Background: an optimization exercise with open tools, aiming at small area. Do not read the settings as production practice. Where RTL was checked, it was by simulation tests only, not by an equivalence proof against the original.

Setup of lane 1:
==> flow/design.v <==
module alu #(parameter K = 0) (
    input clk,
    input [7:0] A,
    input [7:0] B,
    input [7:0] An,
    input [7:0] Bn,
    input [2:0] sel,
    output [7:0] Y
    );
    genvar i, k;
    wire [7:0] rn [K:8];
    wire [7:0] qn;
    assign rn[8] = An;
    generate
        for (i = 7; i >= K; i = i - 1) begin : prow
            wire [8:0] c;
            wire [7:0] s;
            wire hz = ~|Bn[7:8-i];
            assign c[i] = 1'b1;
            for (k = i; k < 8; k = k + 1) begin : pbit
                wire x = rn[i+1][k];
                wire y = ~Bn[k-i];
                assign s[k] = x ^ y ^ c[k];
                assign c[k+1] = (x & y) | (x & c[k]) | (y & c[k]);
            end
            assign qn[i] = c[8] & hz;
            for (k = 0; k < 8; k = k + 1) begin : pmux
                if (k < i) begin : keep
                    assign rn[i][k] = rn[i+1][k];
                end else begin : upd
                    assign rn[i][k] = qn[i] ? s[k] : rn[i+1][k];
                end
            end
        end
    endgenerate
    reg [7:K] qh, rh;
    always @(posedge clk) begin
        qh <= qn[7:K];
        rh <= rn[K][7:K];
    end
    wire [7:0] q;
    wire [7:0] r [0:K];
    assign q[7:K] = qh;
    generate
        if (K > 0) begin : lowpart
            assign r[K] = {rh, A[K-1:0]};
        end else begin : nolow
            assign r[K] = rh;
        end
        for (i = K - 1; i >= 0; i = i - 1) begin : drow
            wire [8:0] c;
            wire [7:0] s;
            wire hz;
            if (i == 0) begin : hz0
                assign hz = 1'b1;
            end else begin : hzn
                assign hz = ~|B[7:8-i];
            end
            assign c[i] = 1'b1;
            for (k = i; k < 8; k = k + 1) begin : dbit
                wire x = r[i+1][k];
                wire y = ~B[k-i];
                assign s[k] = x ^ y ^ c[k];
                assign c[k+1] = (x & y) | (x & c[k]) | (y & c[k]);
            end
            assign q[i] = c[8] & hz;
            for (k = 0; k < 8; k = k + 1) begin : dmux
                if (k < i) begin : keep
                    assign r[i][k] = r[i+1][k];
                end else begin : upd
                    assign r[i][k] = q[i] ? s[k] : r[i+1][k];
                end
            end
        end
    endgenerate
    wire [7:0] Arev = {A[0], A[1], A[2], A[3], A[4], A[5], A[6], A[7]};
    wire shr = sel[2] & sel[0];
    wire [7:0] Op = shr ? Arev : A;
    wire [7:0] oh = (B[7:3] == 5'd0) ? (8'd1 << B[2:0]) : 8'd0;
    wire [7:0] bm = sel[2] ? oh : (sel[1] ? B : 8'd1);
    wire addsub = ~sel[2] & ~sel[1];
    wire cin = addsub & sel[0];
    wire [7:0] X = addsub ? (B ^ {8{sel[0]}}) : 8'd0;
    wire [7:0] acc [0:8];
    assign acc[0] = ~X;
    generate
        for (i = 0; i < 8; i = i + 1) begin : mrow
            wire [8:0] c;
            assign c[i] = (i == 0) ? ~cin : 1'b1;
            for (k = 0; k < 8; k = k + 1) begin : mbit
                if (k < i) begin : keep
                    assign acc[i+1][k] = acc[i][k];
                end else begin : add
                    wire x = acc[i][k];
                    wire y = ~(Op[k-i] & bm[i]);
                    assign acc[i+1][k] = x ^ y ^ c[k];
                    assign c[k+1] = (x & y) | (x & c[k]) | (y & c[k]);
                end
            end
        end
    endgenerate
    wire [7:0] m = ~acc[8];
    wire [7:0] mrev = {m[0], m[1], m[2], m[3], m[4], m[5], m[6], m[7]};
    reg [7:0] y;
    always @(*) begin
        case (sel)
            3'd3: y = q;
            3'd5: y = mrev;
            3'd6: y = A | B;
            3'd7: y = A & B;
            default: y = m;
        endcase
    end
    assign Y = y;
endmodule
module alu_calculator(
    input clk,
    input rst,
    input btn1,
    input btn2,
    input [7:0] in,
    input [2:0] sel,
    output [7:0] Y,
    output [6:0] seg,
    output [3:0] an
    );
    reg p1_0, p1_1, p2_0, p2_1;
    always @(posedge clk) begin
        p1_0 <= btn1;
        p1_1 <= p1_0 & (btn1 | p1_1);
        p2_0 <= btn2;
        p2_1 <= p2_0 & (btn2 | p2_1);
    end
    wire ld1 = p1_1 & ~p1_0;
    wire ld2 = p2_1 & ~p2_0;
    reg [7:0] A, B;
    wire [7:0] An = rst ? 8'd0 : (ld1 ? in : A);
    wire [7:0] Bn = rst ? 8'd0 : (ld2 ? in : B);
    always @(posedge clk) begin
        A <= An;
        B <= Bn;
    end
    alu DUT(.clk(clk), .A(A), .B(B), .An(An), .Bn(Bn), .sel(sel), .Y(Y));
    reg [13:0] lf;
    reg trig;
    reg [1:0] ds, dd;
    reg [3:0] current;
    wire z13 = ~|lf[12:0];
    wire fb = lf[13] ^ lf[4] ^ lf[2] ^ lf[0] ^ z13;
    always @(posedge clk or posedge rst) begin
        if (rst) begin
            lf <= 14'd1;
            trig <= 1'b0;
            ds <= 2'd0;
        end else begin
            lf <= {lf[12:0], fb};
            trig <= z13 & ~lf[13];
            ds <= ds + {1'b0, trig};
        end
    end
    always @(posedge clk) begin
        dd <= ds;
        current <= (ds == 2'd0) ? Y[3:0] : (ds == 2'd1) ? Y[7:4] : 4'd0;
    end
    assign an = {~(dd[1] & dd[0]), ~(dd[1] & ~dd[0]), ~(~dd[1] & dd[0]), ~(~dd[1] & ~dd[0])};
    wire [15:0] dig;
    genvar di;
    generate
        for (di = 0; di < 16; di = di + 1) begin : dec
            assign dig[di] = (current == di);
        end
    endgenerate
    assign seg[0] = dig[1] | dig[4] | dig[11] | dig[13];   
    assign seg[1] = dig[5] | dig[6] | dig[11] | dig[12] | dig[14] | dig[15];   
    assign seg[2] = dig[2] | dig[12] | dig[14] | dig[15];   
    assign seg[3] = dig[1] | dig[4] | dig[7] | dig[10] | dig[15];   
    assign seg[4] = dig[1] | dig[3] | dig[4] | dig[5] | dig[7] | dig[9];   
    assign seg[5] = dig[1] | dig[2] | dig[3] | dig[7] | dig[13];   
    assign seg[6] = dig[0] | dig[1] | dig[7] | dig[12];   
endmodule
export LEC_CHECK = 0
export ABC_AREA = 1
export CAP_MARGIN = 20
export CORE_MARGIN = 2
export CORE_UTILIZATION = 40
export CTS_BUF_LIST = sky130_fd_sc_hd__clkbuf_8
export GPL_TIMING_DRIVEN = 0
export SLEW_MARGIN = 20
create_clock -name core_clock -period 16.0 [get_ports {clk}]
standard.sh (not shown) runs the stock make flow with config.mk's settings and CLKGATE_MAP_FILE= SYNTH_SCRIPT=/design/flow/synth_recipe.tcl, a recipe that flattens the netlist after the stock synthesis.
==> flow/flow/run.sh <==
#!/bin/bash
# The standard layout (standard.sh) with these changes:
#  - synthesis maps the logic with ABC using flow/abc_area.script instead of
#    ORFS's area script (registers, names and all other synthesis steps are
#    the standard ones: synth_recipe.tcl is used as is);
#  - the ports are buffered with sky130_fd_sc_hd__buf_1;
#  - the clock tree is built from clkbuf_8 cells, without dummy loads.
# Each tool's full output stays in orfs/logs; make's output is in standard.log.
set -o pipefail
here=$(pwd)
cat > my_synth.tcl <<EOF
proc abc {args} {
  set i [lsearch -exact \$args -script]
  if { \$i >= 0 } { lset args [expr {\$i + 1}] $here/flow/abc_area.script }
  yosys abc {*}\$args
}
source $here/synth_recipe.tcl
EOF
export BUFFER_PORTS_ARGS="-buffer_cell sky130_fd_sc_hd__buf_1"
export CTS_ARGS="-sink_clustering_enable -repair_clock_nets -buf_list sky130_fd_sc_hd__clkbuf_8 -dont_use_dummy_load"
bash standard.sh SYNTH_SCRIPT=$here/my_synth.tcl finish > standard.log 2>&1
==> flow/flow/abc_area.script <==
strash
dch -f
amap
strash
dch -f
map -a
amap
topo
stime -c
The following lists how lane 2 was set up differently from lane 1:
-- flow/design.v --
<<< lane 1, line 1
module alu #(parameter K = 0) (
    input clk,
    input [7:0] A,
>>> lane 2, line 1
module alu #(parameter K = 4) (
    input clk,
    input [7:0] A,
<<< lane 1, line 142
    end
    alu DUT(.clk(clk), .A(A), .B(B), .An(An), .Bn(Bn), .sel(sel), .Y(Y));
    reg [13:0] lf;
    reg trig;
    reg [1:0] ds, dd;
>>> lane 2, line 142
    end
    alu DUT(.clk(clk), .A(A), .B(B), .An(An), .Bn(Bn), .sel(sel), .Y(Y));
    reg [13:0] lp;
    wire [13:0] lf = lp ^ 14'h2AAA;
    reg trig;
    reg [1:0] ds, dd;
<<< lane 1, line 148
    wire z13 = ~|lf[12:0];
    wire fb = lf[13] ^ lf[4] ^ lf[2] ^ lf[0] ^ z13;
    always @(posedge clk or posedge rst) begin
        if (rst) begin
            lf <= 14'd1;
            trig <= 1'b0;
            ds <= 2'd0;
        end else begin
            lf <= {lf[12:0], fb};
            trig <= z13 & ~lf[13];
            ds <= ds + {1'b0, trig};
>>> lane 2, line 149
    wire z13 = ~|lf[12:0];
    wire fb = lf[13] ^ lf[4] ^ lf[2] ^ lf[0] ^ z13;
    always @(posedge clk) begin
        if (rst) begin
            lp <= 14'h2AAB;
            trig <= 1'b0;
            ds <= 2'd0;
        end else begin
            lp <= {lf[12:0], fb} ^ 14'h2AAA;
            trig <= z13 & ~lf[13];
            ds <= ds + {1'b0, trig};
## What came out
Every run (lane 1 and lane 2) finished clean. The run showing the smaller setup slack is lane 1. Lane 2 against lane 1; maximum number of pins on one net before global-route repair is down by more than 10%. Synthesized cell count went up by a little under 10% going from lane 1 to lane 2. From lane 1 to lane 2 the numbers moved as follows: layout multi-input combinational cell count shows an increase of 36; share of post-route cells with drive strength above 1 shows a reduction of 2.0 points; global-route usage shows an increase of 0.45 points; number of enable flip-flop cells after synthesis shows no meaningful change. Between lane 1 and lane 2, the area fraction in compound gates after synthesis figures differ only marginally. Wire length on met1 (lane 2 vs. lane 1) increases by a few percent. Relative to lane 1, routed wire length has increased by 780 um in lane 2. Relative to lane 1, the synthesized area measured on lane 2 has increased by a few percent.
Only the layout flow was run in lane 1; the RTL was not checked for function there.

## re-timing with driven ports
No port has a modelled driver above. Below, the same layouts with a new extraction and two added sets of constraints. Step 1: set_driving_cell puts a clkbuf_16 on clk and a buf_2 on each other input, an assumption about the parent block. Step 2 times the ports against the registers' clock, not the clock port: input delays grow and output delays shrink by t, the midpoint of the rising clock arrivals with the driver on. a / b / c = ideal ports / drivers / drivers and shift; a / b = the first two.
run	shift t [ns]	setup slack, ns	hold slack, ns	worst setup path at the end	slew at the worst register clock pin (ns)
lane 1	0.306	0.568 / 0.545 / 0.545	0.367 / 0.367 / 0.367	input to output	0.09 / 0.09
lane 2	0.311	0.740 / 0.703 / 0.703	0.398 / 0.398 / 0.398	input to output	0.09 / 0.09
After both steps every run listed still meets setup and hold. For lane 2, which loses most, drivers alone change the setup slack by -0.037 ns; drivers and shift together by -0.037 ns.
